This is an optimization exercise on Yosys and OpenROAD, whose aim is small area, not a production implementation.
Function was not checked in any run shown here: the RTL went through the layout flow alone.

**design/flow/config.mk**
```make
export PLATFORM = sky130hd
export DESIGN_NAME = inc_cond_mppt
export DESIGN_NICKNAME = inc_cond_mppt
export VERILOG_FILES = /design/flow/design.v
export SDC_FILE = /design/flow/constraint.sdc
export NUM_CORES = 4
export LEC_CHECK = 0
export CAP_MARGIN = 20
export CORE_MARGIN = 2
export CORE_UTILIZATION = 40
export SLEW_MARGIN = 20
```
**design/flow/constraint.sdc**
```tcl
create_clock -name core_clock -period 10.0 [get_ports {clk}]
set_input_delay 2.0000 -clock core_clock [delete_from_list [all_inputs] [get_ports {clk}]]
set_output_delay 2.0000 -clock core_clock [all_outputs]
set_load 0.01 [all_outputs]
```
**design/flow/design.v**
```verilog
module inc_cond_mppt (
    input wire clk,
    input wire reset,
    input wire start,
    input wire [15:0] voltage_in,
    input wire [15:0] current_in,
    output wire [15:0] duty_cycle,
    output reg mpp_found,
    output wire [15:0] power_out
);
    reg [7:0] duty_hi;    
    reg       duty_mid;   
    reg       duty_lo;    
    assign duty_cycle = {2'b00, duty_hi, {5{duty_mid}}, duty_lo};
    reg calc, upd;
    reg [15:0] v_prev, i_prev;
    always @(posedge clk) begin
        v_prev <= voltage_in;
        i_prev <= current_in;
    end
    wire [15:0] i_same = ~(current_in ^ i_prev);
    wire [15:0] v_same = ~(voltage_in ^ v_prev);
    wire i_eq = &i_same;
    wire [16:0] ic, vc;
    assign ic[0] = 1'b1;
    assign vc[0] = 1'b1;
    genvar q;
    generate for (q = 0; q < 16; q = q + 1) begin : g_cmp
        if (q % 2 == 0) begin : g_even
            assign ic[q+1] = ~(i_same[q] ? ic[q] : current_in[q]);
            assign vc[q+1] = ~(v_same[q] ? vc[q] : voltage_in[q]);
        end else begin : g_odd
            assign ic[q+1] = ~(i_same[q] ? ic[q] : i_prev[q]);
            assign vc[q+1] = ~(v_same[q] ? vc[q] : v_prev[q]);
        end
    end endgenerate
    wire i_ge = ic[16];
    wire v_ge = vc[16];
    wire up = ~(i_ge ^ v_ge);
    wire step = calc & ~i_eq;
    wire [7:0] m = ~(duty_hi ^ {8{up}});
    wire [8:0] t;
    assign t[0] = 1'b1;
    genvar k;
    generate for (k = 0; k < 8; k = k + 1) begin : g_t
        assign t[k+1] = t[k] & m[k];
    end endgenerate
    wire sat = t[8];                        
    wire lo_zero = (duty_hi == 8'd1) & ~duty_lo;  
    wire set_l = sat | (~up & lo_zero);
    always @(posedge clk or posedge reset) begin
        if (reset) begin
            calc <= 1'b0;
            upd <= 1'b0;
            duty_hi <= 8'h80;
            duty_mid <= 1'b0;
            duty_lo <= 1'b0;
            mpp_found <= 1'b0;
        end else begin
            calc <= ~calc & ~upd & start;
            upd <= calc;
            if (calc)
                mpp_found <= i_eq;
            if (step & ~sat)
                duty_hi <= duty_hi ^ t[7:0];
            if (step & set_l) begin
                duty_mid <= up;
                duty_lo <= 1'b1;
            end
        end
    end
    mul24 u_mul (.a(voltage_in), .b(current_in), .p(power_out));
endmodule
module mfa(input a, input b, input c, output s, output co);
  assign {co, s} = a + b + c;
endmodule
module mha(input a, input b, output s, output co);
  assign {co, s} = a + b;
endmodule
module mul24(input [15:0] a, input [15:0] b, output [15:0] p);
  wire [16:0] bx = {b, 1'b0};
  wire [7:0] one, two, neg;
  genvar gk;
  generate for (gk = 0; gk < 8; gk = gk + 1) begin : g_enc
    assign one[gk] = bx[2*gk+1] ^ bx[2*gk];
    assign two[gk] = (bx[2*gk+2] & ~bx[2*gk+1] & ~bx[2*gk]) | (~bx[2*gk+2] & bx[2*gk+1] & bx[2*gk]);
    assign neg[gk] = bx[2*gk+2];
  end endgenerate
  wire [17:0] ax = {1'b0, a, 1'b0};   
  wire bp0_0 = ~(((one[0] & ax[1]) | (two[0] & ax[0])) ^ neg[0]);
  wire bp0_1 = ~(((one[0] & ax[2]) | (two[0] & ax[1])) ^ neg[0]);
  wire bp0_2 = ~(((one[0] & ax[3]) | (two[0] & ax[2])) ^ neg[0]);
  wire bp0_3 = ~(((one[0] & ax[4]) | (two[0] & ax[3])) ^ neg[0]);
  wire bp0_4 = ~(((one[0] & ax[5]) | (two[0] & ax[4])) ^ neg[0]);
  wire bp0_5 = ~(((one[0] & ax[6]) | (two[0] & ax[5])) ^ neg[0]);
  wire bp0_6 = ~(((one[0] & ax[7]) | (two[0] & ax[6])) ^ neg[0]);
  wire bp0_7 = ~(((one[0] & ax[8]) | (two[0] & ax[7])) ^ neg[0]);
  wire bp0_8 = ~(((one[0] & ax[9]) | (two[0] & ax[8])) ^ neg[0]);
  wire bp0_9 = ~(((one[0] & ax[10]) | (two[0] & ax[9])) ^ neg[0]);
  wire bp0_10 = ~(((one[0] & ax[11]) | (two[0] & ax[10])) ^ neg[0]);
  wire bp0_11 = ~(((one[0] & ax[12]) | (two[0] & ax[11])) ^ neg[0]);
  wire bp0_12 = ~(((one[0] & ax[13]) | (two[0] & ax[12])) ^ neg[0]);
  wire bp0_13 = ~(((one[0] & ax[14]) | (two[0] & ax[13])) ^ neg[0]);
  wire bp0_14 = ~(((one[0] & ax[15]) | (two[0] & ax[14])) ^ neg[0]);
  wire bp0_15 = ~(((one[0] & ax[16]) | (two[0] & ax[15])) ^ neg[0]);
  wire bp0_16 = ~(((one[0] & ax[17]) | (two[0] & ax[16])) ^ neg[0]);
  wire bp1_0 = ~(((one[1] & ax[1]) | (two[1] & ax[0])) ^ neg[1]);
  wire bp1_1 = ~(((one[1] & ax[2]) | (two[1] & ax[1])) ^ neg[1]);
  wire bp1_2 = ~(((one[1] & ax[3]) | (two[1] & ax[2])) ^ neg[1]);
  wire bp1_3 = ~(((one[1] & ax[4]) | (two[1] & ax[3])) ^ neg[1]);
  wire bp1_4 = ~(((one[1] & ax[5]) | (two[1] & ax[4])) ^ neg[1]);
  wire bp1_5 = ~(((one[1] & ax[6]) | (two[1] & ax[5])) ^ neg[1]);
  wire bp1_6 = ~(((one[1] & ax[7]) | (two[1] & ax[6])) ^ neg[1]);
  wire bp1_7 = ~(((one[1] & ax[8]) | (two[1] & ax[7])) ^ neg[1]);
  wire bp1_8 = ~(((one[1] & ax[9]) | (two[1] & ax[8])) ^ neg[1]);
  wire bp1_9 = ~(((one[1] & ax[10]) | (two[1] & ax[9])) ^ neg[1]);
  wire bp1_10 = ~(((one[1] & ax[11]) | (two[1] & ax[10])) ^ neg[1]);
  wire bp1_11 = ~(((one[1] & ax[12]) | (two[1] & ax[11])) ^ neg[1]);
  wire bp1_12 = ~(((one[1] & ax[13]) | (two[1] & ax[12])) ^ neg[1]);
  wire bp1_13 = ~(((one[1] & ax[14]) | (two[1] & ax[13])) ^ neg[1]);
  wire bp1_14 = ~(((one[1] & ax[15]) | (two[1] & ax[14])) ^ neg[1]);
  wire bp1_15 = ~(((one[1] & ax[16]) | (two[1] & ax[15])) ^ neg[1]);
  wire bp1_16 = ~(((one[1] & ax[17]) | (two[1] & ax[16])) ^ neg[1]);
  wire bp2_0 = ~(((one[2] & ax[1]) | (two[2] & ax[0])) ^ neg[2]);
  wire bp2_1 = ~(((one[2] & ax[2]) | (two[2] & ax[1])) ^ neg[2]);
  wire bp2_2 = ~(((one[2] & ax[3]) | (two[2] & ax[2])) ^ neg[2]);
  wire bp2_3 = ~(((one[2] & ax[4]) | (two[2] & ax[3])) ^ neg[2]);
  wire bp2_4 = ~(((one[2] & ax[5]) | (two[2] & ax[4])) ^ neg[2]);
  wire bp2_5 = ~(((one[2] & ax[6]) | (two[2] & ax[5])) ^ neg[2]);
  wire bp2_6 = ~(((one[2] & ax[7]) | (two[2] & ax[6])) ^ neg[2]);
  wire bp2_7 = ~(((one[2] & ax[8]) | (two[2] & ax[7])) ^ neg[2]);
  wire bp2_8 = ~(((one[2] & ax[9]) | (two[2] & ax[8])) ^ neg[2]);
  wire bp2_9 = ~(((one[2] & ax[10]) | (two[2] & ax[9])) ^ neg[2]);
  wire bp2_10 = ~(((one[2] & ax[11]) | (two[2] & ax[10])) ^ neg[2]);
  wire bp2_11 = ~(((one[2] & ax[12]) | (two[2] & ax[11])) ^ neg[2]);
  wire bp2_12 = ~(((one[2] & ax[13]) | (two[2] & ax[12])) ^ neg[2]);
  wire bp2_13 = ~(((one[2] & ax[14]) | (two[2] & ax[13])) ^ neg[2]);
  wire bp2_14 = ~(((one[2] & ax[15]) | (two[2] & ax[14])) ^ neg[2]);
  wire bp2_15 = ~(((one[2] & ax[16]) | (two[2] & ax[15])) ^ neg[2]);
  wire bp2_16 = ~(((one[2] & ax[17]) | (two[2] & ax[16])) ^ neg[2]);
  wire bp3_0 = ~(((one[3] & ax[1]) | (two[3] & ax[0])) ^ neg[3]);
  wire bp3_1 = ~(((one[3] & ax[2]) | (two[3] & ax[1])) ^ neg[3]);
  wire bp3_2 = ~(((one[3] & ax[3]) | (two[3] & ax[2])) ^ neg[3]);
  wire bp3_3 = ~(((one[3] & ax[4]) | (two[3] & ax[3])) ^ neg[3]);
  wire bp3_4 = ~(((one[3] & ax[5]) | (two[3] & ax[4])) ^ neg[3]);
  wire bp3_5 = ~(((one[3] & ax[6]) | (two[3] & ax[5])) ^ neg[3]);
  wire bp3_6 = ~(((one[3] & ax[7]) | (two[3] & ax[6])) ^ neg[3]);
  wire bp3_7 = ~(((one[3] & ax[8]) | (two[3] & ax[7])) ^ neg[3]);
  wire bp3_8 = ~(((one[3] & ax[9]) | (two[3] & ax[8])) ^ neg[3]);
  wire bp3_9 = ~(((one[3] & ax[10]) | (two[3] & ax[9])) ^ neg[3]);
  wire bp3_10 = ~(((one[3] & ax[11]) | (two[3] & ax[10])) ^ neg[3]);
  wire bp3_11 = ~(((one[3] & ax[12]) | (two[3] & ax[11])) ^ neg[3]);
  wire bp3_12 = ~(((one[3] & ax[13]) | (two[3] & ax[12])) ^ neg[3]);
  wire bp3_13 = ~(((one[3] & ax[14]) | (two[3] & ax[13])) ^ neg[3]);
  wire bp3_14 = ~(((one[3] & ax[15]) | (two[3] & ax[14])) ^ neg[3]);
  wire bp3_15 = ~(((one[3] & ax[16]) | (two[3] & ax[15])) ^ neg[3]);
  wire bp3_16 = ~(((one[3] & ax[17]) | (two[3] & ax[16])) ^ neg[3]);
  wire bp4_0 = ~(((one[4] & ax[1]) | (two[4] & ax[0])) ^ neg[4]);
  wire bp4_1 = ~(((one[4] & ax[2]) | (two[4] & ax[1])) ^ neg[4]);
  wire bp4_2 = ~(((one[4] & ax[3]) | (two[4] & ax[2])) ^ neg[4]);
  wire bp4_3 = ~(((one[4] & ax[4]) | (two[4] & ax[3])) ^ neg[4]);
  wire bp4_4 = ~(((one[4] & ax[5]) | (two[4] & ax[4])) ^ neg[4]);
  wire bp4_5 = ~(((one[4] & ax[6]) | (two[4] & ax[5])) ^ neg[4]);
  wire bp4_6 = ~(((one[4] & ax[7]) | (two[4] & ax[6])) ^ neg[4]);
  wire bp4_7 = ~(((one[4] & ax[8]) | (two[4] & ax[7])) ^ neg[4]);
  wire bp4_8 = ~(((one[4] & ax[9]) | (two[4] & ax[8])) ^ neg[4]);
  wire bp4_9 = ~(((one[4] & ax[10]) | (two[4] & ax[9])) ^ neg[4]);
  wire bp4_10 = ~(((one[4] & ax[11]) | (two[4] & ax[10])) ^ neg[4]);
  wire bp4_11 = ~(((one[4] & ax[12]) | (two[4] & ax[11])) ^ neg[4]);
  wire bp4_12 = ~(((one[4] & ax[13]) | (two[4] & ax[12])) ^ neg[4]);
  wire bp4_13 = ~(((one[4] & ax[14]) | (two[4] & ax[13])) ^ neg[4]);
  wire bp4_14 = ~(((one[4] & ax[15]) | (two[4] & ax[14])) ^ neg[4]);
  wire bp4_15 = ~(((one[4] & ax[16]) | (two[4] & ax[15])) ^ neg[4]);
  wire bp5_0 = ~(((one[5] & ax[1]) | (two[5] & ax[0])) ^ neg[5]);
  wire bp5_1 = ~(((one[5] & ax[2]) | (two[5] & ax[1])) ^ neg[5]);
  wire bp5_2 = ~(((one[5] & ax[3]) | (two[5] & ax[2])) ^ neg[5]);
  wire bp5_3 = ~(((one[5] & ax[4]) | (two[5] & ax[3])) ^ neg[5]);
  wire bp5_4 = ~(((one[5] & ax[5]) | (two[5] & ax[4])) ^ neg[5]);
  wire bp5_5 = ~(((one[5] & ax[6]) | (two[5] & ax[5])) ^ neg[5]);
  wire bp5_6 = ~(((one[5] & ax[7]) | (two[5] & ax[6])) ^ neg[5]);
  wire bp5_7 = ~(((one[5] & ax[8]) | (two[5] & ax[7])) ^ neg[5]);
  wire bp5_8 = ~(((one[5] & ax[9]) | (two[5] & ax[8])) ^ neg[5]);
  wire bp5_9 = ~(((one[5] & ax[10]) | (two[5] & ax[9])) ^ neg[5]);
  wire bp5_10 = ~(((one[5] & ax[11]) | (two[5] & ax[10])) ^ neg[5]);
  wire bp5_11 = ~(((one[5] & ax[12]) | (two[5] & ax[11])) ^ neg[5]);
  wire bp5_12 = ~(((one[5] & ax[13]) | (two[5] & ax[12])) ^ neg[5]);
  wire bp5_13 = ~(((one[5] & ax[14]) | (two[5] & ax[13])) ^ neg[5]);
  wire bp6_0 = ~(((one[6] & ax[1]) | (two[6] & ax[0])) ^ neg[6]);
  wire bp6_1 = ~(((one[6] & ax[2]) | (two[6] & ax[1])) ^ neg[6]);
  wire bp6_2 = ~(((one[6] & ax[3]) | (two[6] & ax[2])) ^ neg[6]);
  wire bp6_3 = ~(((one[6] & ax[4]) | (two[6] & ax[3])) ^ neg[6]);
  wire bp6_4 = ~(((one[6] & ax[5]) | (two[6] & ax[4])) ^ neg[6]);
  wire bp6_5 = ~(((one[6] & ax[6]) | (two[6] & ax[5])) ^ neg[6]);
  wire bp6_6 = ~(((one[6] & ax[7]) | (two[6] & ax[6])) ^ neg[6]);
  wire bp6_7 = ~(((one[6] & ax[8]) | (two[6] & ax[7])) ^ neg[6]);
  wire bp6_8 = ~(((one[6] & ax[9]) | (two[6] & ax[8])) ^ neg[6]);
  wire bp6_9 = ~(((one[6] & ax[10]) | (two[6] & ax[9])) ^ neg[6]);
  wire bp6_10 = ~(((one[6] & ax[11]) | (two[6] & ax[10])) ^ neg[6]);
  wire bp6_11 = ~(((one[6] & ax[12]) | (two[6] & ax[11])) ^ neg[6]);
  wire bp7_0 = ~(((one[7] & ax[1]) | (two[7] & ax[0])) ^ neg[7]);
  wire bp7_1 = ~(((one[7] & ax[2]) | (two[7] & ax[1])) ^ neg[7]);
  wire bp7_2 = ~(((one[7] & ax[3]) | (two[7] & ax[2])) ^ neg[7]);
  wire bp7_3 = ~(((one[7] & ax[4]) | (two[7] & ax[3])) ^ neg[7]);
  wire bp7_4 = ~(((one[7] & ax[5]) | (two[7] & ax[4])) ^ neg[7]);
  wire bp7_5 = ~(((one[7] & ax[6]) | (two[7] & ax[5])) ^ neg[7]);
  wire bp7_6 = ~(((one[7] & ax[7]) | (two[7] & ax[6])) ^ neg[7]);
  wire bp7_7 = ~(((one[7] & ax[8]) | (two[7] & ax[7])) ^ neg[7]);
  wire bp7_8 = ~(((one[7] & ax[9]) | (two[7] & ax[8])) ^ neg[7]);
  wire bp7_9 = ~(((one[7] & ax[10]) | (two[7] & ax[9])) ^ neg[7]);
  wire bq0 = ~(a[0] & b[15]);
  wire bq1 = ~(a[1] & b[15]);
  wire bq2 = ~(a[2] & b[15]);
  wire bq3 = ~(a[3] & b[15]);
  wire bq4 = ~(a[4] & b[15]);
  wire bq5 = ~(a[5] & b[15]);
  wire bq6 = ~(a[6] & b[15]);
  wire bq7 = ~(a[7] & b[15]);
  wire s1, c2;
  mfa f2 (.a(~neg[1]), .b(bp0_2), .c(bp1_0), .s(s1), .co(c2));
  wire s3, c4;
  mfa f4 (.a(bp0_3), .b(bp1_1), .c(c2), .s(s3), .co(c4));
  wire s5, c6;
  mfa f6 (.a(~neg[2]), .b(bp0_4), .c(bp1_2), .s(s5), .co(c6));
  wire s7, c8;
  mfa f8 (.a(bp2_0), .b(s5), .c(c4), .s(s7), .co(c8));
  wire s9, c10;
  mfa f10 (.a(bp0_5), .b(bp1_3), .c(bp2_1), .s(s9), .co(c10));
  wire s11, c12;
  mfa f12 (.a(c6), .b(s9), .c(c8), .s(s11), .co(c12));
  wire s13, c14;
  mfa f14 (.a(~neg[3]), .b(bp0_6), .c(bp1_4), .s(s13), .co(c14));
  wire s15, c16;
  mfa f16 (.a(bp2_2), .b(bp3_0), .c(c10), .s(s15), .co(c16));
  wire s17, c18;
  mfa f18 (.a(s13), .b(s15), .c(c12), .s(s17), .co(c18));
  wire s19, c20;
  mfa f20 (.a(bp0_7), .b(bp1_5), .c(bp2_3), .s(s19), .co(c20));
  wire s21, c22;
  mfa f22 (.a(bp3_1), .b(c14), .c(s19), .s(s21), .co(c22));
  wire s23, c24;
  mfa f24 (.a(c16), .b(s21), .c(c18), .s(s23), .co(c24));
  wire s25, c26;
  mfa f26 (.a(~neg[4]), .b(bp0_8), .c(bp1_6), .s(s25), .co(c26));
  wire s27, c28;
  mfa f28 (.a(bp2_4), .b(bp3_2), .c(bp4_0), .s(s27), .co(c28));
  wire s29, c30;
  mfa f30 (.a(c20), .b(s25), .c(s27), .s(s29), .co(c30));
  wire s31, c32;
  mfa f32 (.a(c22), .b(s29), .c(c24), .s(s31), .co(c32));
  wire s33, c34;
  mfa f34 (.a(bp0_9), .b(bp1_7), .c(bp2_5), .s(s33), .co(c34));
  wire s35, c36;
  mfa f36 (.a(bp3_3), .b(bp4_1), .c(c26), .s(s35), .co(c36));
  wire s37, c38;
  mfa f38 (.a(c28), .b(s33), .c(c30), .s(s37), .co(c38));
  wire s39, c40;
  assign s39 = ~(s35 ^ s37);
  assign c40 = s35 | s37;
  wire s41, c42;
  mfa f42 (.a(~neg[5]), .b(bp0_10), .c(bp1_8), .s(s41), .co(c42));
  wire s43, c44;
  mfa f44 (.a(bp2_6), .b(bp3_4), .c(bp4_2), .s(s43), .co(c44));
  wire s45, c46;
  mfa f46 (.a(bp5_0), .b(c34), .c(s41), .s(s45), .co(c46));
  wire s47, c48;
  mfa f48 (.a(s43), .b(c36), .c(s45), .s(s47), .co(c48));
  wire s49, c50;
  mfa f50 (.a(c38), .b(s47), .c(c40), .s(s49), .co(c50));
  wire s51, c52;
  mfa f52 (.a(bp0_11), .b(bp1_9), .c(bp2_7), .s(s51), .co(c52));
  wire s53, c54;
  mfa f54 (.a(bp3_5), .b(bp4_3), .c(bp5_1), .s(s53), .co(c54));
  wire s55, c56;
  mfa f56 (.a(c42), .b(c44), .c(s51), .s(s55), .co(c56));
  wire s57, c58;
  mfa f58 (.a(s53), .b(c46), .c(s55), .s(s57), .co(c58));
  wire s59, c60;
  mfa f60 (.a(c48), .b(s57), .c(c50), .s(s59), .co(c60));
  wire s61, c62;
  mfa f62 (.a(~neg[6]), .b(bp0_12), .c(bp1_10), .s(s61), .co(c62));
  wire s63, c64;
  mfa f64 (.a(bp2_8), .b(bp3_6), .c(bp4_4), .s(s63), .co(c64));
  wire s65, c66;
  mfa f66 (.a(bp5_2), .b(bp6_0), .c(c52), .s(s65), .co(c66));
  wire s67, c68;
  mfa f68 (.a(c54), .b(s61), .c(s63), .s(s67), .co(c68));
  wire s69, c70;
  mfa f70 (.a(c56), .b(s65), .c(s67), .s(s69), .co(c70));
  wire s71, c72;
  mfa f72 (.a(c58), .b(s69), .c(c60), .s(s71), .co(c72));
  wire s73, c74;
  mfa f74 (.a(bp0_13), .b(bp1_11), .c(bp2_9), .s(s73), .co(c74));
  wire s75, c76;
  mfa f76 (.a(bp3_7), .b(bp4_5), .c(bp5_3), .s(s75), .co(c76));
  wire s77, c78;
  mfa f78 (.a(bp6_1), .b(c62), .c(c64), .s(s77), .co(c78));
  wire s79, c80;
  mfa f80 (.a(s73), .b(s75), .c(c66), .s(s79), .co(c80));
  wire s81, c82;
  mfa f82 (.a(c68), .b(s77), .c(s79), .s(s81), .co(c82));
  wire s83, c84;
  assign s83 = ~(c70 ^ s81);
  assign c84 = c70 | s81;
  wire s85, c86;
  mfa f86 (.a(~neg[7]), .b(bp0_14), .c(bp1_12), .s(s85), .co(c86));
  wire s87, c88;
  mfa f88 (.a(bp2_10), .b(bp3_8), .c(bp4_6), .s(s87), .co(c88));
  wire s89, c90;
  mfa f90 (.a(bp5_4), .b(bp6_2), .c(bp7_0), .s(s89), .co(c90));
  wire s91, c92;
  mfa f92 (.a(c74), .b(c76), .c(s85), .s(s91), .co(c92));
  wire s93, c94;
  mfa f94 (.a(s87), .b(s89), .c(c78), .s(s93), .co(c94));
  wire s95, c96;
  mfa f96 (.a(s91), .b(c80), .c(s93), .s(s95), .co(c96));
  wire s97, c98;
  mfa f98 (.a(c82), .b(s95), .c(c84), .s(s97), .co(c98));
  wire s99, c100;
  mfa f100 (.a(bp0_15), .b(bp1_13), .c(bp2_11), .s(s99), .co(c100));
  wire s101, c102;
  mfa f102 (.a(bp3_9), .b(bp4_7), .c(bp5_5), .s(s101), .co(c102));
  wire s103, c104;
  mfa f104 (.a(bp6_3), .b(bp7_1), .c(c86), .s(s103), .co(c104));
  wire s105, c106;
  mfa f106 (.a(c88), .b(c90), .c(s101), .s(s105), .co(c106));
  wire s107, c108;
  mfa f108 (.a(s99), .b(c92), .c(s103), .s(s107), .co(c108));
  wire s109, c110;
  mfa f110 (.a(s105), .b(c94), .c(s107), .s(s109), .co(c110));
  wire s111, c112;
  mfa f112 (.a(c96), .b(s109), .c(c98), .s(s111), .co(c112));
  wire s113, c114;
  mfa f114 (.a(bq0), .b(bp0_16), .c(bp1_14), .s(s113), .co(c114));
  wire s115, c116;
  mfa f116 (.a(bp2_12), .b(bp3_10), .c(bp4_8), .s(s115), .co(c116));
  wire s117, c118;
  mfa f118 (.a(bp5_6), .b(bp6_4), .c(bp7_2), .s(s117), .co(c118));
  wire s119, c120;
  mfa f120 (.a(c100), .b(c102), .c(s113), .s(s119), .co(c120));
  wire s121, c122;
  mfa f122 (.a(s115), .b(s117), .c(c104), .s(s121), .co(c122));
  wire s123, c124;
  mfa f124 (.a(c106), .b(s119), .c(c108), .s(s123), .co(c124));
  wire s125, c126;
  mfa f126 (.a(s121), .b(c110), .c(s123), .s(s125), .co(c126));
  wire s127, c128;
  mha h128 (.a(neg[0]), .b(bq1), .s(s127), .co(c128));
  wire s129, c130;
  mfa f130 (.a(bp1_15), .b(bp2_13), .c(bp3_11), .s(s129), .co(c130));
  wire s131, c132;
  mfa f132 (.a(bp4_9), .b(bp5_7), .c(bp6_5), .s(s131), .co(c132));
  wire s133, c134;
  mfa f134 (.a(bp7_3), .b(s127), .c(c114), .s(s133), .co(c134));
  wire s135, c136;
  mfa f136 (.a(c116), .b(c118), .c(s129), .s(s135), .co(c136));
  wire s137, c138;
  mfa f138 (.a(s131), .b(c120), .c(s133), .s(s137), .co(c138));
  wire s139, c140;
  mfa f140 (.a(s135), .b(c122), .c(s137), .s(s139), .co(c140));
  wire s141, c142;
  mfa f142 (.a(c124), .b(s139), .c(c126), .s(s141), .co(c142));
  wire s143, c144;
  mha h144 (.a(bq2), .b(bp1_16), .s(s143), .co(c144));
  wire s145, c146;
  mfa f146 (.a(bp2_14), .b(bp3_12), .c(bp4_10), .s(s145), .co(c146));
  wire s147, c148;
  mfa f148 (.a(bp5_8), .b(bp6_6), .c(bp7_4), .s(s147), .co(c148));
  wire s149, c150;
  mfa f150 (.a(c128), .b(c130), .c(c132), .s(s149), .co(c150));
  wire s151, c152;
  mfa f152 (.a(s143), .b(s145), .c(s147), .s(s151), .co(c152));
  wire s153, c154;
  mfa f154 (.a(c134), .b(c136), .c(s149), .s(s153), .co(c154));
  wire s155, c156;
  mfa f156 (.a(s151), .b(c138), .c(s153), .s(s155), .co(c156));
  wire s157, c158;
  assign s157 = ~(c140 ^ s155);
  assign c158 = c140 | s155;
  wire s159, c160;
  mfa f160 (.a(neg[1]), .b(bq3), .c(bp2_15), .s(s159), .co(c160));
  wire s161, c162;
  mfa f162 (.a(bp3_13), .b(bp4_11), .c(bp5_9), .s(s161), .co(c162));
  wire s163, c164;
  mfa f164 (.a(bp6_7), .b(bp7_5), .c(c144), .s(s163), .co(c164));
  wire s165, c166;
  mfa f166 (.a(c146), .b(c148), .c(s159), .s(s165), .co(c166));
  wire s167, c168;
  mfa f168 (.a(s161), .b(c150), .c(c152), .s(s167), .co(c168));
  wire s169, c170;
  mfa f170 (.a(s163), .b(s165), .c(c154), .s(s169), .co(c170));
  wire s171, c172;
  mfa f172 (.a(s167), .b(c156), .c(s169), .s(s171), .co(c172));
  wire s173, c174;
  mha h174 (.a(bq4), .b(bp2_16), .s(s173), .co(c174));
  wire s175, c176;
  mfa f176 (.a(bp3_14), .b(bp4_12), .c(bp5_10), .s(s175), .co(c176));
  wire s177, c178;
  mfa f178 (.a(bp6_8), .b(bp7_6), .c(c160), .s(s177), .co(c178));
  wire s179, c180;
  mfa f180 (.a(c162), .b(s173), .c(s175), .s(s179), .co(c180));
  wire s181, c182;
  mfa f182 (.a(c164), .b(c166), .c(s177), .s(s181), .co(c182));
  wire s183, c184;
  mfa f184 (.a(s179), .b(c168), .c(s181), .s(s183), .co(c184));
  wire s185, c186;
  mfa f186 (.a(c170), .b(s183), .c(c172), .s(s185), .co(c186));
  wire s187, c188;
  mfa f188 (.a(neg[2]), .b(bq5), .c(bp3_15), .s(s187), .co(c188));
  wire s189, c190;
  mfa f190 (.a(bp4_13), .b(bp5_11), .c(bp6_9), .s(s189), .co(c190));
  wire s191, c192;
  mfa f192 (.a(bp7_7), .b(c174), .c(c176), .s(s191), .co(c192));
  wire s193, c194;
  mfa f194 (.a(s187), .b(s189), .c(c178), .s(s193), .co(c194));
  wire s195, c196;
  mfa f196 (.a(c180), .b(s191), .c(c182), .s(s195), .co(c196));
  wire s197, c198;
  mfa f198 (.a(s193), .b(c184), .c(s195), .s(s197), .co(c198));
  wire s199, c200;
  mha h200 (.a(bq6), .b(bp3_16), .s(s199), .co(c200));
  wire s201, c202;
  mfa f202 (.a(bp4_14), .b(bp5_12), .c(bp6_10), .s(s201), .co(c202));
  wire s203, c204;
  mfa f204 (.a(bp7_8), .b(c188), .c(c190), .s(s203), .co(c204));
  wire s205, c206;
  mfa f206 (.a(s199), .b(s201), .c(c192), .s(s205), .co(c206));
  wire s207, c208;
  mfa f208 (.a(s203), .b(c194), .c(s205), .s(s207), .co(c208));
  wire s209, c210;
  mfa f210 (.a(c196), .b(s207), .c(c198), .s(s209), .co(c210));
  wire x211 = ~(neg[3] ^ bp4_15 ^ bp5_13 ^ bp6_11 ^ bp7_9 ^ bq7 ^ c200 ^ c202 ^ c204 ^ c206 ^ c208 ^ c210);
  wire [23:0] rx = {x211, s209, s197, s185, c158, s157, s141, s125, s111, s97, s83, s71, s59, s49, s39, s31, s23, s17, s11, s7, s3, s1, bp0_1, ~neg[0]};
  wire [23:0] ry = {1'b1, 1'b1, c186, 1'b1, s171, c142, 1'b1, c112, 1'b1, 1'b1, c72, 1'b1, 1'b1, 1'b1, c32, 1'b1, 1'b1, 1'b1, 1'b1, 1'b1, 1'b1, 1'b1, 1'b1, bp0_0};
  wire [23:0] g0 = rx & ry;
  wire [23:0] p0 = rx ^ ry;
  wire pg212 = g0[0] | (p0[0] & 1'b1);
  wire pg214 = g0[2] | (p0[2] & g0[1]);
  wire pp215 = p0[2] & p0[1];
  wire pg216 = g0[4] | (p0[4] & g0[3]);
  wire pp217 = p0[4] & p0[3];
  wire pg218 = g0[6] | (p0[6] & g0[5]);
  wire pp219 = p0[6] & p0[5];
  wire pg220 = g0[8] | (p0[8] & g0[7]);
  wire pp221 = p0[8] & p0[7];
  wire pg222 = g0[10] | (p0[10] & g0[9]);
  wire pp223 = p0[10] & p0[9];
  wire pg224 = g0[12] | (p0[12] & g0[11]);
  wire pp225 = p0[12] & p0[11];
  wire pg226 = g0[14] | (p0[14] & g0[13]);
  wire pp227 = p0[14] & p0[13];
  wire pg228 = g0[16] | (p0[16] & g0[15]);
  wire pp229 = p0[16] & p0[15];
  wire pg230 = g0[18] | (p0[18] & g0[17]);
  wire pp231 = p0[18] & p0[17];
  wire pg232 = g0[20] | (p0[20] & g0[19]);
  wire pp233 = p0[20] & p0[19];
  wire pg234 = g0[22] | (p0[22] & g0[21]);
  wire pp235 = p0[22] & p0[21];
  wire pg236 = pg214 | (pp215 & pg212);
  wire pg238 = pg218 | (pp219 & pg216);
  wire pp239 = pp219 & pp217;
  wire pg240 = pg222 | (pp223 & pg220);
  wire pp241 = pp223 & pp221;
  wire pg242 = pg226 | (pp227 & pg224);
  wire pp243 = pp227 & pp225;
  wire pg244 = pg230 | (pp231 & pg228);
  wire pp245 = pp231 & pp229;
  wire pg246 = pg234 | (pp235 & pg232);
  wire pp247 = pp235 & pp233;
  wire pg248 = pg238 | (pp239 & pg236);
  wire pg250 = pg242 | (pp243 & pg240);
  wire pp251 = pp243 & pp241;
  wire pg252 = pg246 | (pp247 & pg244);
  wire pp253 = pp247 & pp245;
  wire pg254 = pg250 | (pp251 & pg248);
  wire pg256 = pg252 | (pp253 & pg254);
  wire pg258 = pg240 | (pp241 & pg248);
  wire pg260 = pg244 | (pp245 & pg254);
  wire pg262 = pg216 | (pp217 & pg236);
  wire pg264 = pg220 | (pp221 & pg248);
  wire pg266 = pg224 | (pp225 & pg258);
  wire pg268 = pg228 | (pp229 & pg254);
  wire pg270 = pg232 | (pp233 & pg260);
  wire pg272 = g0[1] | (p0[1] & pg212);
  wire pg274 = g0[3] | (p0[3] & pg236);
  wire pg276 = g0[5] | (p0[5] & pg262);
  wire pg278 = g0[7] | (p0[7] & pg248);
  wire pg280 = g0[9] | (p0[9] & pg264);
  wire pg282 = g0[11] | (p0[11] & pg258);
  wire pg284 = g0[13] | (p0[13] & pg266);
  wire pg286 = g0[15] | (p0[15] & pg254);
  wire pg288 = g0[17] | (p0[17] & pg268);
  wire pg290 = g0[19] | (p0[19] & pg260);
  wire pg292 = g0[21] | (p0[21] & pg270);
  wire pg294 = g0[23] | (p0[23] & pg256);
  wire [15:0] hc = {pg256, pg292, pg270, pg290, pg260, pg288, pg268, pg286, pg254, pg284, pg266, pg282, pg258, pg280, pg264, pg278};
  assign p = ~(p0[23:8] ^ hc);
endmodule
```
**design/flow/flow/run.sh**
```bash
#!/bin/bash
# Layout flow: the standard ORFS flow, except that
#  - the adder cells mfa/mha of the RTL are mapped straight onto the
#    sky130 full/half adder cells (map.py), and Yosys's own full-adder
#    extraction is off (the design's adders are already explicit),
#  - ABC uses an area-oriented mapping script (abc.script),
#  - port buffers use the smallest buffer cell.
# Each tool's output goes to a log in this folder (make.log, orfs/logs/).
set -euo pipefail
W=$(pwd)
F=$W/flow
python3 $F/map.py $W/design.v $W/design_mapped.v
sed "s#^\(\s*\)log_cmd abc {\*}\$abc_args#\1log_cmd abc {*}[lreplace \$abc_args 1 1 $F/abc.script]#" \
  $FLOW_HOME/scripts/synth.tcl > $W/flow_synth.tcl
grep -q "lreplace" $W/flow_synth.tcl
sed "s#source \$::env(SCRIPTS_DIR)/synth.tcl#source $W/flow_synth.tcl#" $W/synth_recipe.tcl > $W/flow_synth_recipe.tcl
grep -q "flow_synth.tcl" $W/flow_synth_recipe.tcl
sed "s#^export VERILOG_FILES = .*#export VERILOG_FILES = $W/design_mapped.v#" $W/config.mk > $W/flow_config.mk
source $F/settings.sh
make -C $FLOW_HOME DESIGN_CONFIG=$W/flow_config.mk WORK_HOME=$W/orfs CLKGATE_MAP_FILE= \
  SYNTH_SCRIPT=$W/flow_synth_recipe.tcl ADDER_MAP_FILE= \
  "${MAKE_ARGS[@]}" finish > $W/make.log 2>&1
: # left out here: write the final layout as DEF
```
**design/flow/flow/abc.script**
```
strash
dch -f
map -a
topo
stime -c
```
**design/flow/flow/map.py**
```python
#!/usr/bin/env python3
# Replace the bodies of the adder modules mfa/mha with sky130 cells.
import re, sys
src = open(sys.argv[1]).read()
cells = {
    'mfa': "  sky130_fd_sc_hd__fa_1 u (.A(a), .B(b), .CIN(c), .SUM(s), .COUT(co));\n",
    'mha': "  sky130_fd_sc_hd__ha_1 u (.A(a), .B(b), .SUM(s), .COUT(co));\n",
}
def rep(m):
    name, ports = m.group(1), m.group(2)
    if name in cells:
        return f"module {name}({ports});\n{cells[name]}endmodule"
    return m.group(0)
out = re.sub(r"module\s+(\w+)\s*\(([^;]*?)\);(.*?)endmodule", rep, src, flags=re.S)
open(sys.argv[2], 'w').write(out)
```
**design/flow/flow/place_pre.tcl**
```tcl
# Buffer every input and output port (as the standard flow does), with a
# buffer cell sized for each side: inputs drive many loads, outputs one pin.
buffer_ports -inputs -buffer_cell sky130_fd_sc_hd__buf_1
buffer_ports -outputs -buffer_cell sky130_fd_sc_hd__buf_1
```
**design/flow/flow/settings.sh**
```bash
MAKE_ARGS=(CAP_MARGIN=20 CORE_MARGIN=2 CORE_UTILIZATION=40 SLEW_MARGIN=20
DONT_BUFFER_PORTS=1 PRE_GLOBAL_PLACE_TCL=$F/place_pre.tcl
"MIN_BUF_CELL_AND_PORTS=sky130_fd_sc_hd__buf_1 A X"
"GPL_TIMING_DRIVEN=0"
"CTS_BUF_LIST=sky130_fd_sc_hd__clkbuf_8"
"SYNTH_INSBUF=0"
)
```
**design/flow/standard.sh**
```bash
#!/bin/bash
# synth_recipe.tcl (not shown) runs the flow's synth.tcl, then flattens the netlist and writes it again
# the make line also repeats each setting of config.mk as NAME=value (left out here)
make -C /OpenROAD-flow-scripts/flow DESIGN_CONFIG=/design/flow/config.mk WORK_HOME=/design/flow/orfs CLKGATE_MAP_FILE= SYNTH_SCRIPT=/design/flow/synth_recipe.tcl "${@:-finish}"
```
==> run summary, run 1 <==
root buffer cell=clkbuf_8; Clock Sinks=45; cts hold-fix bufs=0; Seq/Total Area, Yosys=15.5%; Arr. time, crit path=7770 ps; # port buffers=65; max_slew headroom=39.9%; multi-input logic area=0.00527 mm^2; post-synthesis cell count=674; Synth area leaders=fa_1 31%, xor2_1 18%, o22ai_1 12%, dfxtp_1 10%, dfrtp_1 4.8%; Via Count=5623; Setup CP Type=in2out; Fin Hold WS=402 ps; Top Family by Delay on Critical Path=adder cells; status=complete, no violations; Initial DRT Pass Iterations=5; Setup Skew=4.00 ps; die width=129 um; Worst Hold Depth=1; Die Ht=129 um; filler cell count=1451; RSZ-0062 raised after global routing=yes; Async S/R FF share, synth=28.9%; final slew viol count=0; Cell Rows=45; Place WS=-1340 ps; htree depth=2; Max FO, Critical Path=12; core area=0.0152 mm^2; syn avg cell area=9.25 um^2; cell taking the most area after synthesis=fa_1; synthesized area=0.00624 mm^2; startpoint types=primary input; antenna cells=0; initial drt markers=471; fraction of layout instances using a drive strength above 1=15.1%; clock tree from TritonCTS=built; synth warn=1; Setup-failing EPs final=0; post-DP HPWL=12.7 mm; CTS max path bufs=2; CTS clk-pin slew, worst paths=80 ps; Routed Antenna Nets=0; I/O pin count=68; CTS Buf Count=5; gr usage total=22.2%; dpl cell area=0.00678 mm^2; Max Cap Viol=0; first-pass GRT wire length=29.3 mm; post-synth cell types=32; Worst-Margin Slew=901 ps; DRC violation count after routing=0; drt via density=5.80; path length in cells of the critical path=27; f_max=102 MHz; Largest stage delay, worst path=510 ps; Final Util=49.2%; Post-synth EDFFs=0; worst path required time=8000 ps; Buf/Inv on CP=5; vias in the first global route=5630; crit share post-route=97.7%; GPL Wtd Cong=0.848; Final min period=9770 ps; Crit-path slowest cell=fa_1; layout net count=917; endpoints failing hold=0; Synth Flop Type=dfxtp_1; Synth top area share=31.5%; final wirelength=18.4 mm; cell mode on critical path=fa_1; number of synthesized register bits=45; clock latency (worst-skew pair)=300 ps; pin count of the biggest net entering global routing=21; worst hold path type=reg2reg; Finished Cell Area=0.00747 mm^2; Layout Cells excl Fill=969; initial antenna violation count=0; grt total ovfl=0; Reg2Reg Depth=29; Layout area overhead=19.9%; setup slack after layout=232 ps; drt wl/cell=19.0 um; CP Capture Type=output port; Die ar.=0.0166 mm^2; placed cell count=929; Seq. cell area=967 um^2; initial core utilization=41.0%
[placed cells by master, fill, tap and decap left out, drive strengths merged, types with 3 or more instances in the layout]
cell      instances
o21ai            11
buf              97
fa               98
o21bai            3
xnor2            18
nor3              7
nand2            64
ha                4
clkinvlp          3
xor2            129
dfrtp            12
inv               3
a21oi            21
clkinv           58
a22oi             4
maj3             15
o21a              3
or2               4
o22ai           115
nor2             50
nand3             4
dfxtp            32
nor4              3
clkbuf            5
[kinds of logic after synthesis]
family / share of synthesized area (%)
flip-flops: 15.5
XOR/XNOR: 20.6
other: 0.0601
AO/OA/AOI/OAI: 16.2
AND/OR/NAND/NOR: 9.17
buffers and inverters: 3.73
adder cells (fa/ha/maj): 34.7
[path summary, 6_finish.rpt]
path                                from       endpoint  slack, ps
max                        current_in[1]  power_out[15]        230
min                                  upd           calc        400
max reg2reg                    v_prev[1]     duty_hi[3]       2490
min reg2reg                          upd           calc        400
max in group asynchronous          reset     duty_hi[7]       8080
min in group asynchronous          reset       duty_mid       1620
[metal layers]
layer / part of all wire (%) / track usage, %
met3: 6.1 / 2.83
met5: 0 / 0
met2: 52 / 38.5
met1: 41 / 29.3
met4: 1.6 / 6.27
[synth_stat cells, types with 3 or more instances]
cell and number:
nor4_1 3, fa_1 98, xor2_1 129, clkinv_1 62
a22oi_1 4, xnor2_1 18, or2_2 4, nor2_1 50
a21oi_1 21, dfxtp_1 32, o21ai_0 11, o21bai_1 3
o22ai_1 115, nand2_1 64, maj3_1 15, nor3_1 7
nand3_1 4, dfrtp_1 12, ha_1 4, o21a_1 3
[final cells by class]
cell class / instances / share of cell area, %
clock buffer: 5 / 0.921
tap: 188 / 3.15
clock inverter: 3 / 0.870
sequential: 45 / 12.9
multi-input combinational: 568 / 70.5
timing repair buffer: 97 / 7.28
timing repair inverter: 1 / 0.0670
inverter: 62 / 4.27
[stage by stage]
| step | setup TNS, ps |
|---|---|
| after floorplan | 0 |
| after global placement | -5330 |
| after detailed placement | -6760 |
| after CTS | 0 |
| after global routing | -190 |
| final | 0 |
[worst register-to-register path: cells and delay by family (launching register included)]
family | cells | cell delay [ps]
fa+ha+maj | 14 | 4760
simple gates | 6 | 1100
xor+xnor | 1 | 160
flops | 1 | 310
buf+inv | 3 | 520
compound gates | 5 | 590
[what timing repair did]
item | 4_1_cts | 5_1_grt
pin swaps | 18 | 8
gates resized for setup | 75 | 20
gates cloned | 1 | 0
endpoints found under the setup margin | 9 | 7
setup buffers | 23 | 8
[state kept, by name, summed over array words and instances, names as in the netlist]
register,cells
mpp_found,1
duty_mid,1
i_prev,16
calc,1
v_prev,16
duty_hi,8
upd,1
duty_lo,1
==> run 2: changes to the inputs <==
--- a/design/flow/design.v
+++ b/design/flow/design.v
@@ -246,7 +246,8 @@
   wire s29, c30;
   mfa f30 (.a(c20), .b(s25), .c(s27), .s(s29), .co(c30));
   wire s31, c32;
-  mfa f32 (.a(c22), .b(s29), .c(c24), .s(s31), .co(c32));
+  assign s31 = ~(c22 ^ s29);
+  assign c32 = c22 | s29;
   wire s33, c34;
   mfa f34 (.a(bp0_9), .b(bp1_7), .c(bp2_5), .s(s33), .co(c34));
   wire s35, c36;
@@ -254,8 +255,7 @@
   wire s37, c38;
   mfa f38 (.a(c28), .b(s33), .c(c30), .s(s37), .co(c38));
   wire s39, c40;
-  assign s39 = ~(s35 ^ s37);
-  assign c40 = s35 | s37;
+  mfa f40 (.a(s35), .b(c32), .c(s37), .s(s39), .co(c40));
   wire s41, c42;
   mfa f42 (.a(~neg[5]), .b(bp0_10), .c(bp1_8), .s(s41), .co(c42));
   wire s43, c44;
@@ -287,7 +287,8 @@
   wire s69, c70;
   mfa f70 (.a(c56), .b(s65), .c(s67), .s(s69), .co(c70));
   wire s71, c72;
-  mfa f72 (.a(c58), .b(s69), .c(c60), .s(s71), .co(c72));
+  assign s71 = ~(c58 ^ s69);
+  assign c72 = c58 | s69;
   wire s73, c74;
   mfa f74 (.a(bp0_13), .b(bp1_11), .c(bp2_9), .s(s73), .co(c74));
   wire s75, c76;
@@ -299,8 +300,7 @@
   wire s81, c82;
   mfa f82 (.a(c68), .b(s77), .c(s79), .s(s81), .co(c82));
   wire s83, c84;
-  assign s83 = ~(c70 ^ s81);
-  assign c84 = c70 | s81;
+  mfa f84 (.a(c70), .b(c72), .c(s81), .s(s83), .co(c84));
   wire s85, c86;
   mfa f86 (.a(~neg[7]), .b(bp0_14), .c(bp1_12), .s(s85), .co(c86));
   wire s87, c88;
@@ -328,7 +328,8 @@
   wire s109, c110;
   mfa f110 (.a(s105), .b(c94), .c(s107), .s(s109), .co(c110));
   wire s111, c112;
-  mfa f112 (.a(c96), .b(s109), .c(c98), .s(s111), .co(c112));
+  assign s111 = ~(c96 ^ s109);
+  assign c112 = c96 | s109;
   wire s113, c114;
   mfa f114 (.a(bq0), .b(bp0_16), .c(bp1_14), .s(s113), .co(c114));
   wire s115, c116;
@@ -429,8 +430,8 @@
   wire s209, c210;
   mfa f210 (.a(c196), .b(s207), .c(c198), .s(s209), .co(c210));
   wire x211 = ~(neg[3] ^ bp4_15 ^ bp5_13 ^ bp6_11 ^ bp7_9 ^ bq7 ^ c200 ^ c202 ^ c204 ^ c206 ^ c208 ^ c210);
-  wire [23:0] rx = {x211, s209, s197, s185, c158, s157, s141, s125, s111, s97, s83, s71, s59, s49, s39, s31, s23, s17, s11, s7, s3, s1, bp0_1, ~neg[0]};
-  wire [23:0] ry = {1'b1, 1'b1, c186, 1'b1, s171, c142, 1'b1, c112, 1'b1, 1'b1, c72, 1'b1, 1'b1, 1'b1, c32, 1'b1, 1'b1, 1'b1, 1'b1, 1'b1, 1'b1, 1'b1, 1'b1, bp0_0};
+  wire [23:0] rx = {x211, s209, s197, s185, c158, s157, s141, c112, s111, s97, s83, s71, s59, s49, s39, s31, s23, s17, s11, s7, s3, s1, bp0_1, ~neg[0]};
+  wire [23:0] ry = {1'b1, 1'b1, c186, 1'b1, s171, c142, 1'b1, s125, c98, 1'b1, 1'b1, c60, 1'b1, 1'b1, 1'b1, c24, 1'b1, 1'b1, 1'b1, 1'b1, 1'b1, 1'b1, 1'b1, bp0_0};
   wire [23:0] g0 = rx & ry;
   wire [23:0] p0 = rx ^ ry;
   wire pg212 = g0[0] | (p0[0] & 1'b1);
--- a/design/flow/flow/settings.sh
+++ b/design/flow/flow/settings.sh
@@ -4,4 +4,5 @@
 "GPL_TIMING_DRIVEN=0"
 "CTS_BUF_LIST=sky130_fd_sc_hd__clkbuf_8"
 "SYNTH_INSBUF=0"
+"SETUP_SLACK_MARGIN=-0.15"
 )
==> run 2 against run 1 <==
Largest cell class unchanged. Non-clock buffer count fell by 22. Wire length fell by 6.3%. Still clean. Maximum frequency hardly changed.
==> run summary, run 2 <==
status=complete, no violations; max_slew headroom=31.1% (-8.8 points); most frequent cells in the layout=133 x xor2_1, 119 x o22ai_1, 96 x fa_1; syn avg cell area=8.97 um^2 (-3.1%); Initial DRT Pass Iterations=7 (+2); core area=0.0153 mm^2 (+0.37%); drt via density=5.59 (-3.6%); CTS clk-pin slew, worst paths=80 ps (about the same); Arr. time, crit path=7770 ps (about the same); setup_tns=0 ps (unchanged); startpoint types=primary input; CP Capture Type=output port; I/O pin count=68 (unchanged); Synth area leaders=fa_1 31%, xor2_1 19%, o22ai_1 12%, dfxtp_1 10%, nand2_1 4.9%; Die Ht=129 um (+0.12%); Via Count=5547 (-1.4%); clock latency (worst-skew pair)=300 ps (about the same); grt total ovfl=0 (unchanged); commonest non-fill, non-tap cell in the layout=xor2_1; Setup-failing EPs final=0 (unchanged); initial core utilization=41.0% (-0.053 points); layout net count=916 (-0.11%); endpoints failing hold=0 (unchanged); drt wl/cell=17.4 um (-8.5%); Fin Hold WS=407 ps (+5.07 ps); top cells by count, synth=133 x xor2_1, 119 x o22ai_1, 97 x fa_1, 81 x nand2_1, 70 x clkinv_1; synth warn=1 (unchanged); htree depth=2 (unchanged); post-synthesis cell count=697 (+3.4%); final slew viol count=0 (unchanged); first-pass GRT wire length=28.0 mm (-4.4%); biggest regs=i_prev (16), v_prev (16), duty_hi (8); cts hold-fix bufs=0 (unchanged); # port buffers=65 (unchanged); Routed Antenna Nets=0 (unchanged); cell mode on critical path=fa_1; Final Util=46.7% (-2.5 points); Async S/R FF share, synth=28.9% (unchanged); DRC violation count after routing=0 (unchanged); Setup CP Type=in2out; Die ar.=0.0166 mm^2 (+0.23%); gr usage total=21.2% (-1.0 points); number of synthesized register bits=45 (unchanged); Worst-Margin Slew=1030 ps (+132 ps); cell taking the most area after synthesis=fa_1; Synth Flop Type=dfxtp_1; Synth top area share=31.1% (-0.40 points); CTS Buf Count=5 (unchanged); synthesized area=0.00625 mm^2 (+0.24%); Max FO, Critical Path=17 (+5); CTS max path bufs=2 (unchanged); f_max=102 MHz (about the same); Seq/Total Area, Yosys=15.5% (-0.037 points); GPL Wtd Cong=0.876 (+3.4%); die width=129 um (+0.12%); antenna cells=0 (unchanged); Largest stage delay, worst path=530 ps (+20 ps); Clock Sinks=45 (unchanged); Crit-path slowest cell=fa_2; Final min period=9770 ps (-0.421 ps); worst hold path type=reg2reg; initial antenna violation count=0 (unchanged); Cell Rows=45 (unchanged); final wirelength=17.2 mm (-6.3%); Post-synth EDFFs=0 (unchanged); root buffer cell=clkbuf_8; most common cell in the netlist=xor2_1; Setup Skew=4.61 ps (+0.619 ps); post-DP HPWL=12.8 mm (+0.27%); initial drt markers=399 (-15%); pin count of the biggest net entering global routing=22 (+4.8%); Place WS=-1140 ps (+198 ps); setup slack after layout=233 ps (+0.421 ps); Layout area overhead=13.9%; Max Cap Viol=0 (unchanged); clock tree from TritonCTS=built; worst path required time=8000 ps (about the same); fraction of layout instances using a drive strength above 1=9.73% (-5.4 points); crit share post-route=97.7% (about the same); post-synth cell types=31 (-3.1%); vias in the first global route=5607 (-0.41%)
==> run 2: cell types whose count changed after synthesis, sizes merged, moves of 4 or more <==
cell	before	now
xor2	129	133
o21ai	11	20
xnor2	18	13
o22ai	115	119
maj3	15	0
nor4	3	7
clkinv	62	70
a21oi	21	14
nand2	64	81
==> run 2: worst paths after layout <==
check / start / endpoint / slack [ps] / cells past startpoint
setup / recovery: voltage_in[1] / power_out[14] / 230 / 30
hold / removal: upd / calc / 410 / 1
setup reg to reg: v_prev[1] / duty_hi[4] / 5680 / 27
hold reg to reg: upd / calc / 410 / 1
max in group asynchronous: reset / duty_hi[7] / 8080 / 2
min in group asynchronous: reset / mpp_found / 1620 / 2
==> run 2: what timing repair did <==
item	CTS	global route
endpoints found under the setup margin	7	4
gates cloned	0	0
pin swaps	0	8
setup buffers	0	10
resized for setup	36	28
==> run 2: final cells by class <==
| class | instances | area, um^2 |
|---|---|---|
| clock inverters | 3 | 17.5 |
| flip-flops and latches | 45 | 967 |
| fillers | 1517 | 8140 |
| repair buffers | 75 | 342 |
| well taps | 211 | 264 |
| clock buffers | 5 | 68.8 |
| multi-input cells | 583 | 5140 |
| inverters | 70 | 319 |
==> run 2: per-stage QoR <==
stage / std cells / area [um^2]
global route: 992 / 7120
global placement: 974 / 6760
CTS: 982 / 6950
detailed placement: 974 / 6770
floorplan: 698 / 6250
finish: 992 / 7120
==> run 2: cells by family (layout without fill, tap and decap cells) <==
logic type	count (synthesis)	after routing	synth area share [%]
xor+xnor	146	146	20.5
flops	45	45	15.5
buf+inv	70	153	4.20
simple gates	159	159	10.4
fa+ha+maj	101	101	31.9
other cells	1	2	0.0600
compound gates	175	175	17.5
==> run 2: critical path, delay by kind of cell <==
kind / cells / cell delay (ps)
AO/OA/AOI/OAI: 4 / 720
XOR/XNOR: 2 / 240
buffers and inverters: 6 / 790
AND/OR/NAND/NOR: 12 / 1420
adder cells (fa/ha/maj): 6 / 2570
==> run 2: layer usage <==
| layer | track usage [%] | part of all wire (%) | up-vias |
|---|---|---|---|
| li1 | - | - | 2581 |
| met1 | 28.0 | 43 | 2722 |
| met2 | 36.1 | 49 | 210 |
| met3 | 3.67 | 6.2 | 34 |
| met4 | 5.82 | 1.9 | 0 |
| met5 | 0 | 0 | - |
==> run 3: changes to the inputs <==
--- a/design/flow/design.v
+++ b/design/flow/design.v
@@ -238,7 +238,8 @@
   wire s21, c22;
   mfa f22 (.a(bp3_1), .b(c14), .c(s19), .s(s21), .co(c22));
   wire s23, c24;
-  mfa f24 (.a(c16), .b(s21), .c(c18), .s(s23), .co(c24));
+  assign s23 = ~(c16 ^ s21);
+  assign c24 = c16 | s21;
   wire s25, c26;
   mfa f26 (.a(~neg[4]), .b(bp0_8), .c(bp1_6), .s(s25), .co(c26));
   wire s27, c28;
@@ -246,8 +247,7 @@
   wire s29, c30;
   mfa f30 (.a(c20), .b(s25), .c(s27), .s(s29), .co(c30));
   wire s31, c32;
-  assign s31 = ~(c22 ^ s29);
-  assign c32 = c22 | s29;
+  mfa f32 (.a(c22), .b(s29), .c(c24), .s(s31), .co(c32));
   wire s33, c34;
   mfa f34 (.a(bp0_9), .b(bp1_7), .c(bp2_5), .s(s33), .co(c34));
   wire s35, c36;
@@ -255,7 +255,7 @@
   wire s37, c38;
   mfa f38 (.a(c28), .b(s33), .c(c30), .s(s37), .co(c38));
   wire s39, c40;
-  mfa f40 (.a(s35), .b(c32), .c(s37), .s(s39), .co(c40));
+  mfa f40 (.a(s35), .b(s37), .c(c32), .s(s39), .co(c40));
   wire s41, c42;
   mfa f42 (.a(~neg[5]), .b(bp0_10), .c(bp1_8), .s(s41), .co(c42));
   wire s43, c44;
@@ -265,7 +265,8 @@
   wire s47, c48;
   mfa f48 (.a(s43), .b(c36), .c(s45), .s(s47), .co(c48));
   wire s49, c50;
-  mfa f50 (.a(c38), .b(s47), .c(c40), .s(s49), .co(c50));
+  assign s49 = ~(c38 ^ s47);
+  assign c50 = c38 | s47;
   wire s51, c52;
   mfa f52 (.a(bp0_11), .b(bp1_9), .c(bp2_7), .s(s51), .co(c52));
   wire s53, c54;
@@ -314,7 +315,8 @@
   wire s95, c96;
   mfa f96 (.a(s91), .b(c80), .c(s93), .s(s95), .co(c96));
   wire s97, c98;
-  mfa f98 (.a(c82), .b(s95), .c(c84), .s(s97), .co(c98));
+  assign s97 = ~(c82 ^ s95);
+  assign c98 = c82 | s95;
   wire s99, c100;
   mfa f100 (.a(bp0_15), .b(bp1_13), .c(bp2_11), .s(s99), .co(c100));
   wire s101, c102;
@@ -359,7 +361,8 @@
   wire s139, c140;
   mfa f140 (.a(s135), .b(c122), .c(s137), .s(s139), .co(c140));
   wire s141, c142;
-  mfa f142 (.a(c124), .b(s139), .c(c126), .s(s141), .co(c142));
+  assign s141 = ~(c124 ^ s139);
+  assign c142 = c124 | s139;
   wire s143, c144;
   mha h144 (.a(bq2), .b(bp1_16), .s(s143), .co(c144));
   wire s145, c146;
@@ -404,7 +407,8 @@
   wire s183, c184;
   mfa f184 (.a(s179), .b(c168), .c(s181), .s(s183), .co(c184));
   wire s185, c186;
-  mfa f186 (.a(c170), .b(s183), .c(c172), .s(s185), .co(c186));
+  assign s185 = ~(c170 ^ s183);
+  assign c186 = c170 | s183;
   wire s187, c188;
   mfa f188 (.a(neg[2]), .b(bq5), .c(bp3_15), .s(s187), .co(c188));
   wire s189, c190;
@@ -428,10 +432,11 @@
   wire s207, c208;
   mfa f208 (.a(s203), .b(c194), .c(s205), .s(s207), .co(c208));
   wire s209, c210;
-  mfa f210 (.a(c196), .b(s207), .c(c198), .s(s209), .co(c210));
+  assign s209 = ~(c196 ^ s207);
+  assign c210 = c196 | s207;
   wire x211 = ~(neg[3] ^ bp4_15 ^ bp5_13 ^ bp6_11 ^ bp7_9 ^ bq7 ^ c200 ^ c202 ^ c204 ^ c206 ^ c208 ^ c210);
-  wire [23:0] rx = {x211, s209, s197, s185, c158, s157, s141, c112, s111, s97, s83, s71, s59, s49, s39, s31, s23, s17, s11, s7, s3, s1, bp0_1, ~neg[0]};
-  wire [23:0] ry = {1'b1, 1'b1, c186, 1'b1, s171, c142, 1'b1, s125, c98, 1'b1, 1'b1, c60, 1'b1, 1'b1, 1'b1, c24, 1'b1, 1'b1, 1'b1, 1'b1, 1'b1, 1'b1, 1'b1, bp0_0};
+  wire [23:0] rx = {x211, s209, c186, s185, c158, c142, s141, c112, c98, s97, s83, s71, s59, s49, s39, s31, s23, s17, s11, s7, s3, s1, bp0_1, ~neg[0]};
+  wire [23:0] ry = {1'b1, c198, s197, c172, s171, s157, c126, s125, s111, c84, 1'b1, c60, 1'b1, c40, 1'b1, 1'b1, c18, 1'b1, 1'b1, 1'b1, 1'b1, 1'b1, 1'b1, bp0_0};
   wire [23:0] g0 = rx & ry;
   wire [23:0] p0 = rx ^ ry;
   wire pg212 = g0[0] | (p0[0] & 1'b1);
--- a/design/flow/flow/settings.sh
+++ b/design/flow/flow/settings.sh
@@ -4,5 +4,4 @@
 "GPL_TIMING_DRIVEN=0"
 "CTS_BUF_LIST=sky130_fd_sc_hd__clkbuf_8"
 "SYNTH_INSBUF=0"
-"SETUP_SLACK_MARGIN=-0.15"
 )
==> run 3 against run 2 <==
Largest cell class unchanged. Clock-buffer cell count is 1 higher. Final area rose by 6.5%. Wire length up 2.9%. First-iteration DRC count is 2.8% lower. Core utilization increased by 2.9 points. Clock skew up 0.80 ps. Still clean on timing, DRC and antenna.
==> run summary, run 3 <==
cts hold-fix bufs=0 (unchanged); startpoint types=primary input; drt wl/cell=16.8 um (-3.3%); drt via density=5.44 (-2.8%); grt total ovfl=0 (unchanged); post-DP HPWL=12.6 mm (-1.4%); worst path required time=8000 ps (about the same); Setup-failing EPs final=0 (unchanged); Synth Flop Type=dfxtp_1; Worst-Margin Slew=604 ps (-429 ps); Post-synth EDFFs=0 (unchanged); Clock Sinks=45 (unchanged); status=complete, no violations; multi-input logic area=0.00524 mm^2 (+1.9%); antenna cells=0 (unchanged); Cell Rows=45 (unchanged); max_slew headroom=59.8% (+29 points); clock latency (worst-skew pair)=290 ps (about the same); CTS max path bufs=2 (unchanged); synthesized area=0.00633 mm^2 (+1.3%); worst r2r src=v_prev[0]; GPL Wtd Cong=0.872 (-0.51%); vias in the first global route=5404 (-3.6%); syn avg cell area=8.68 um^2 (-3.2%); Seq/Total Area, Yosys=15.3% (-0.19 points); Layout area overhead=19.8%; biggest regs=i_prev (16), v_prev (16), duty_hi (8); post-synthesis cell count=729 (+4.6%); top cells by count, synth=135 x xor2_1, 118 x o22ai_1, 92 x fa_1, 87 x nand2_1, 80 x clkinv_1; Synth top area share=29.1% (-2.0 points); Arr. time, crit path=7680 ps (-90 ps); Final min period=9680 ps (-90.8 ps); Initial DRT Pass Iterations=5 (-2); cell taking the most area after synthesis=fa_1; root buffer cell=clkbuf_8; clock tree from TritonCTS=built; DRC violation count after routing=0 (unchanged); synth warn=1 (unchanged); post-synth cell types=30 (-3.2%); final wirelength=17.7 mm (+2.9%); CP Capture Type=output port; Die ar.=0.0168 mm^2 (+1.2%); core area=0.0153 mm^2 (+0.37%); initial core utilization=41.3% (+0.36 points); # port buffers=65 (unchanged); CTS Buf Count=5 (unchanged); filler cell count=1561 (+2.9%); f_max=103 MHz (+0.94%); Fin Hold WS=402 ps (-4.87 ps); Layout Cells excl Fill=1056 (+6.5%); Max FO, Critical Path=16 (-1); r2r endpoint=duty_mid; pin count of the biggest net entering global routing=21 (-4.5%); initial drt markers=388 (-2.8%); crit path to=power_out[15]; register-to-register setup slack=5870 ps (+190 ps); placed cell count=1006 (+3.3%); first-pass GRT wire length=27.8 mm (-0.86%); fraction of layout instances using a drive strength above 1=13.8% (+4.1 points); final slew viol count=0 (unchanged); Async S/R FF share, synth=28.9% (unchanged); endpoints failing hold=0 (unchanged); die width=130 um (+0.61%); CTS clk-pin slew, worst paths=90 ps (about the same); worst hold path type=reg2reg; gr usage total=20.7% (-0.46 points); crit share post-route=96.8% (-0.91 points); I/O pin count=68 (unchanged); Seq. cell area=967 um^2 (unchanged); Reg2Reg Depth=25 (-7.4%); htree depth=2 (unchanged); Routed Antenna Nets=0 (unchanged); Setup Skew=5.42 ps (+0.802 ps); Max Cap Viol=0 (unchanged); Via Count=5740 (+3.5%); Die Ht=130 um (+0.61%); most frequent cells in the layout=135 x xor2_1, 118 x o22ai_1, 92 x fa_1; most common cell in the netlist=xor2_1; Final Util=49.5% (+2.9 points); setup slack after layout=324 ps (+90.8 ps); CP startpoint=current_in[7]; Setup CP Type=in2out; number of synthesized register bits=45 (unchanged); Place WS=-853 ps (+292 ps); layout net count=975 (+6.4%); commonest non-fill, non-tap cell in the layout=xor2_1; Synth area leaders=fa_1 29%, xor2_1 19%, o22ai_1 12%, dfxtp_1 10%, nand2_1 5.2%; initial antenna violation count=0 (unchanged)
[run 3: layer usage]
layer | GRT usage [%] | share of wire, %
met4 | 3.61 | 1.1
met3 | 3.44 | 5.4
met5 | 0 | 0
met2 | 34.5 | 49
met1 | 28.9 | 45
[run 3: area by class of cell]
cell class	count	share of cell area [%]
multi-input combinational	605	69.1
sequential	45	12.8
timing repair buffer	106	8.55
inverter	80	4.78
tap	211	3.48
clock buffer	6	1.09
clock inverter	2	0.181
timing repair inverter	1	0.0660
[run 3: timing repair]
| item | CTS | global route |
|---|---|---|
| pin swaps | 2 | 9 |
| buffers inserted | 6 | 35 |
| endpoints found under the setup margin | 6 | 4 |
| gates resized for setup | 37 | 49 |
| gates cloned | 0 | 1 |
[run 3: critical path: stages]
cell and delay, ps:
clkbuf_2 190, nor2_2 220, clkinv_1 130, nand2_4 250, o22ai_1 140, xor2_1 170
fa_1 450, fa_1 560, fa_1 420, or2_2 330, fa_1 540, o41ai_1 440
o41ai_2 160, nand2_1 130, o21ai_2 90, maj3_2 340, maj3_1 370, nand2_1 140
a31oi_4 110, nand2_1 110, a31oi_2 90, xor2_1 130, clkbuf_2 140
[run 3: how the worst min path moves through the flow]
| stage | depth (start not counted) | to | start |
|---|---|---|---|
| after floorplan | 1 | calc | upd |
| after global placement | 1 | calc | upd |
| after detailed placement | 1 | calc | upd |
| after CTS | 1 | calc | upd |
| after global routing | 1 | calc | upd |
| final | 1 | calc | upd |
[run 3: logic make-up (layout without fill, tap and decap cells)]
family | after synthesis | count (layout) | synth area share (%)
AOI/OAI and AO/OA | 181 | 181 | 17.7
and+or+nand+nor | 172 | 172 | 11.0
xor gates and xnor gates | 152 | 152 | 21.0
adders and majority gates | 98 | 98 | 30.2
buffers and inverters | 80 | 195 | 4.74
DFF | 45 | 45 | 15.3
other | 1 | 2 | 0.0592
[run 3: stage by stage]
step	instance area, um^2	setup TNS, ps
after floorplan	6330	0
after global placement	6840	-3090
after detailed placement	6850	-2720
after CTS	7110	0
after global routing	7580	-24.1
final	7580	0

re-timing with driven ports:
Ports are ideal in the flow. The routed layouts listed here were re-timed in OpenROAD. Step 1 assumes that a clkbuf_16 drives the clock port and a buf_2 every other input. Step 2 times the ports against the registers' clock, not the clock port: input delays grow and output delays shrink by t, the midpoint of the rising clock arrivals with the driver on. Slacks: ideal / step 1 / step 2; pairs: ideal / step 1.
run | t (ns) | setup WS [ns] | latest minus earliest clock arrival (ns)
run 1 | 0.322 | 0.232 / 0.176 / 0.176 | 0.004 / 0.004
run 2 | 0.319 | 0.233 / 0.205 / 0.205 | 0.005 / 0.004
run 3 | 0.317 | 0.324 / 0.301 / 0.301 | 0.009 / 0.009
After both steps setup and hold are still met in every run listed. The setup slack of run 1, which loses most, moves by -0.056 ns with the drivers and by -0.056 ns with both steps.
